Source: an optimization exercise on an open RTL-to-GDS flow (aim: small area, a short achievable clock period and few clock cycles per item). Production flows keep margins and buffers that such runs may drop. Function was checked by simulation only, so behaviour that the tests miss may differ from the original. Power is estimated from default activity; no workload was simulated.

==> flow/design.v <==
module w0_pre (
    input  logic [15:0] b,
    output logic [15:0] bm,
    output logic        up
);
    logic [13:0] z, s;    
    always_comb begin
        logic [13:0] t, u;
        t = {~b[12:0], 1'b1};
        for (int l = 0; l < 4; l++)
            for (int i = 13; i >= 0; i--)
                if ((i >> l) & 1) t[i] = t[i] & t[((i >> l) << l) - 1];
        z = t;
        u = b[13:0];
        for (int l = 0; l < 4; l++)
            for (int j = 13; j >= 0; j--)
                if ((j >> l) & 1) u[13 - j] = u[13 - j] | u[13 - (((j >> l) << l) - 1)];
        s = u;
    end
    assign up = b[15] & (~b[14] | ~s[0]);
    assign bm = {b[15:14], b[13:0] ^ ({14{~b[15] & b[14]}} & z & s)};
endmodule
module bf_pg (
    input  logic [15:0] a,
    input  logic [15:0] b,
    output logic [15:0] p,
    output logic [15:0] g
);
    assign p = a ^ b;
    assign g = a & b;
endmodule
module bf_gs (
    input  logic [15:0] a,
    input  logic [15:0] b,
    output logic [15:0] gs
);
    assign gs = a & ~b;
endmodule
module add16_sum #(
    parameter bit PN = 1'b0,
    parameter int CI = 2
)(
    input  logic [15:0] p,
    input  logic [15:0] g,
    input  logic        ci,
    output logic [15:0] s
);
    logic [15:0] pp, G, P;
    logic        c;
    assign pp = PN ? ~p : p;
    assign c  = (CI == 2) ? ci : (CI == 3) ? ~ci : CI[0];
    always_comb begin
        G = g; P = pp;
        for (int l = 0; l < 4; l++)
            for (int i = 0; i < 16; i++)
                if ((i % (2 << l)) == (2 << l) - 1) begin
                    G[i] = G[i] | (P[i] & G[i - (1 << l)]);
                    P[i] = P[i] & P[i - (1 << l)];
                end
        for (int l = 2; l >= 0; l--)
            for (int i = 0; i < 16; i++)
                if ((i % (2 << l)) == (1 << l) - 1 && i >= (2 << l)) begin
                    G[i] = G[i] | (P[i] & G[i - (1 << l)]);
                    P[i] = P[i] & P[i - (1 << l)];
                end
    end
    assign s = pp ^ ({G[14:0], 1'b0} | ({P[14:0], 1'b1} & {16{c}}));
endmodule
module butterfly #(
    parameter bit FIXED = 1'b0
)(
    input  logic [15:0] a,
    input  logic [15:0] b,
    input  logic        ci,
    output logic [15:0] out0,
    output logic [15:0] out1
);
    logic [15:0] p, g, gs;
    bf_pg u_pg (.a(a), .b(b), .p(p), .g(g));
    bf_gs u_gs (.a(a), .b(b), .gs(gs));
    add16_sum #(.PN(1'b0), .CI(FIXED ? 0 : 2)) u_add (.p(p), .g(g),  .ci(ci), .s(out0));
    add16_sum #(.PN(1'b1), .CI(FIXED ? 1 : 3)) u_sub (.p(p), .g(gs), .ci(ci), .s(out1));
endmodule
module fft4 #(
    parameter int WIDTH = 32
)(
    input logic clk,
    input logic rst,
    input logic start,
    output logic done,
    input logic signed [WIDTH-1:0] in0,
    input logic signed [WIDTH-1:0] in1,
    input logic signed [WIDTH-1:0] in2,
    input logic signed [WIDTH-1:0] in3,
    output logic signed [WIDTH-1:0] out0,
    output logic signed [WIDTH-1:0] out1,
    output logic signed [WIDTH-1:0] out2,
    output logic signed [WIDTH-1:0] out3
);
    logic [15:0] b2r, b2i, b3r, b3i;
    logic        u2r, u2i, u3r, u3i;
    w0_pre p2r (.b(in2[31:16]), .bm(b2r), .up(u2r));
    w0_pre p2i (.b(in2[15:0]),  .bm(b2i), .up(u2i));
    w0_pre p3r (.b(in3[31:16]), .bm(b3r), .up(u3r));
    w0_pre p3i (.b(in3[15:0]),  .bm(b3i), .up(u3i));
    logic [15:0] e0r_d, e0i_d, e1r_d, e1i_d, o0r_d, o0i_d, o1r_d, o1i_d;
    butterfly bf_er (.a(in0[31:16]), .b(b2r), .ci(u2r), .out0(e0r_d), .out1(e1r_d));
    butterfly bf_ei (.a(in0[15:0]),  .b(b2i), .ci(u2i), .out0(e0i_d), .out1(e1i_d));
    butterfly bf_or (.a(in1[31:16]), .b(b3r), .ci(u3r), .out0(o0r_d), .out1(o1r_d));
    butterfly bf_oi (.a(in1[15:0]),  .b(b3i), .ci(u3i), .out0(o0i_d), .out1(o1i_d));
    logic [15:0] m0r_d, m0i_d;
    logic        up0r_d, up0i_d;
    w0_pre p0r (.b(o0r_d), .bm(m0r_d), .up(up0r_d));
    w0_pre p0i (.b(o0i_d), .bm(m0i_d), .up(up0i_d));
    logic [15:0] e0r, e0i, m0r, m0i, o1r, o1i;
    logic [15:1] e1r_h, e1i_h;
    logic        up0r, up0i;
    always_ff @(posedge clk) begin
        if (start) begin
            e0r <= e0r_d; e0i <= e0i_d;
            e1r_h <= e1r_d[15:1]; e1i_h <= e1i_d[15:1];
            m0r <= m0r_d; m0i <= m0i_d;
            up0r <= up0r_d; up0i <= up0i_d;
            o1r <= o1r_d; o1i <= o1i_d;
        end
    end
    logic [15:0] e1r, e1i;
    assign e1r = {e1r_h, e0r[0]};
    assign e1i = {e1i_h, e0i[0]};
    always_ff @(posedge clk or posedge rst) begin
        if (rst) done <= 1'b0;
        else if (start) done <= 1'b1;
    end
    butterfly bf_0r (.a(e0r), .b(m0r), .ci(up0r), .out0(out0[31:16]), .out1(out2[31:16]));
    butterfly bf_0i (.a(e0i), .b(m0i), .ci(up0i), .out0(out0[15:0]),  .out1(out2[15:0]));
    butterfly #(.FIXED(1'b1)) bf_1r (.a(e1r), .b(o1i), .ci(1'b0), .out0(out1[31:16]), .out1(out3[31:16]));
    butterfly #(.FIXED(1'b1)) bf_1i (.a(e1i), .b(o1r), .ci(1'b0), .out0(out3[15:0]),  .out1(out1[15:0]));
endmodule
export LEC_CHECK = 0
export ABC_AREA = 1
export CAP_MARGIN = 20
export CORE_MARGIN = 2
export CORE_UTILIZATION = 60
export GPL_ROUTABILITY_DRIVEN = 0
export GPL_TIMING_DRIVEN = 1
export SETUP_SLACK_MARGIN = 5
export SLEW_MARGIN = 20
export SYNTH_HIERARCHICAL = 1
export SYNTH_MINIMUM_KEEP_SIZE = 0
create_clock -name core_clock -period 10.0 [get_ports {clk}]
standard.sh (not shown) runs the stock make flow with config.mk's settings and CLKGATE_MAP_FILE= SYNTH_SCRIPT=/design/flow/synth_recipe.tcl, a recipe that flattens the netlist after the stock synthesis.
==> flow/flow/run.sh <==
#!/bin/bash
# Standard layout (the standard.sh, standard synthesis), with the port
# buffers made of sky130 buf_1 cells instead of the default pick (a delay
# buffer). Every port still gets its own buffer. make's full output goes to
# standard.log; ORFS keeps each step's log under orfs/logs.
set -euo pipefail
export BUFFER_PORTS_ARGS="-buffer_cell sky130_fd_sc_hd__buf_1"
bash standard.sh > standard.log 2>&1
Testbench counts at the start, summed over its fixed seeds: cycles 1,600, items 1,600.
Edit:
--- a/flow/design.v
+++ b/flow/design.v
@@ -1,59 +1,49 @@
 module w0_pre (
     input  logic [15:0] b,
     output logic [15:0] bm,
     output logic        up
 );
-    logic [13:0] z, s;    
+    logic [14:0] z;    
     always_comb begin
-        logic [13:0] t, u;
-        t = {~b[12:0], 1'b1};
+        logic [14:0] t;
+        t = {~b[13:0], 1'b1};
         for (int l = 0; l < 4; l++)
-            for (int i = 13; i >= 0; i--)
+            for (int i = 14; i >= 0; i--)
                 if ((i >> l) & 1) t[i] = t[i] & t[((i >> l) << l) - 1];
         z = t;
-        u = b[13:0];
-        for (int l = 0; l < 4; l++)
-            for (int j = 13; j >= 0; j--)
-                if ((j >> l) & 1) u[13 - j] = u[13 - j] | u[13 - (((j >> l) << l) - 1)];
-        s = u;
     end
-    assign up = b[15] & (~b[14] | ~s[0]);
-    assign bm = {b[15:14], b[13:0] ^ ({14{~b[15] & b[14]}} & z & s)};
+    assign up = (b[15] & ~b[14]) | (b[14] & z[14]);
+    assign bm = {b[15], b[14:0] ^ ({15{~b[15] & b[14]}} & z)};
 endmodule
 module bf_pg (
     input  logic [15:0] a,
     input  logic [15:0] b,
     output logic [15:0] p,
     output logic [15:0] g
 );
     assign p = a ^ b;
     assign g = a & b;
 endmodule
-module bf_gs (
-    input  logic [15:0] a,
-    input  logic [15:0] b,
-    output logic [15:0] gs
-);
-    assign gs = a & ~b;
-endmodule
 module add16_sum #(
     parameter bit PN = 1'b0,
     parameter int CI = 2
 )(
+    input  logic [15:0] a,
     input  logic [15:0] p,
     input  logic [15:0] g,
     input  logic        ci,
     output logic [15:0] s
 );
-    logic [15:0] pp, G, P;
+    logic [15:0] pp, gg, G, P;
     logic        c;
     assign pp = PN ? ~p : p;
+    assign gg = PN ? a & ~g : g;
     assign c  = (CI == 2) ? ci : (CI == 3) ? ~ci : CI[0];
     always_comb begin
-        G = g; P = pp;
+        G = gg; P = pp;
         for (int l = 0; l < 4; l++)
             for (int i = 0; i < 16; i++)
                 if ((i % (2 << l)) == (2 << l) - 1) begin
                     G[i] = G[i] | (P[i] & G[i - (1 << l)]);
                     P[i] = P[i] & P[i - (1 << l)];
                 end
@@ -72,17 +62,16 @@
     input  logic [15:0] a,
     input  logic [15:0] b,
     input  logic        ci,
     output logic [15:0] out0,
     output logic [15:0] out1
 );
-    logic [15:0] p, g, gs;
+    logic [15:0] p, g;
     bf_pg u_pg (.a(a), .b(b), .p(p), .g(g));
-    bf_gs u_gs (.a(a), .b(b), .gs(gs));
-    add16_sum #(.PN(1'b0), .CI(FIXED ? 0 : 2)) u_add (.p(p), .g(g),  .ci(ci), .s(out0));
-    add16_sum #(.PN(1'b1), .CI(FIXED ? 1 : 3)) u_sub (.p(p), .g(gs), .ci(ci), .s(out1));
+    add16_sum #(.PN(1'b0), .CI(FIXED ? 0 : 2)) u_add (.a(a), .p(p), .g(g), .ci(ci), .s(out0));
+    add16_sum #(.PN(1'b1), .CI(FIXED ? 1 : 3)) u_sub (.a(a), .p(p), .g(g), .ci(ci), .s(out1));
 endmodule
 module fft4 #(
     parameter int WIDTH = 32
 )(
     input logic clk,
     input logic rst,
- critical path depth came out lower by 2
- power is about the same
- sequential cell count is unchanged
- final cell count came out lower by 7.7%
- wire length came out lower by 7.0%
- combinational power stays flat
Testbench counts after the change, summed over its fixed seeds: cycles 1,600, items 1,600.

-- afterwards: timing with drivers on the ports --
The results above use ideal ports. As a check the final layouts listed here were re-extracted and re-timed, cells and wires unchanged.
Step 1 (the two cells are an assumption about what drives the block):
set clk [get_ports {clk}]
set_driving_cell -lib_cell sky130_fd_sc_hd__clkbuf_16 $clk
set_driving_cell -lib_cell sky130_fd_sc_hd__buf_2 [delete_from_list [all_inputs] $clk]
Step 2 moves the port delays by t, midway between the first and last clock arrival at a register: inputs arrive t later, outputs are due t later. That takes back most of the time a late clock gives input paths.
a / b / c = ideal / step 1 / step 2; a / b = the first two.
run | shift t [ns] | setup slack, ns | worst data-port slew with drivers (ns)
the first run | 0.476 | 5.223 / 5.226 / 4.754 | 0.09
the second run | 0.476 | 5.352 / 5.314 / 4.890 | 0.07
After both steps setup and hold are still met in every run listed. The setup slack of the first run, which loses most, moves by +0.003 ns with the drivers and by -0.469 ns with both steps.
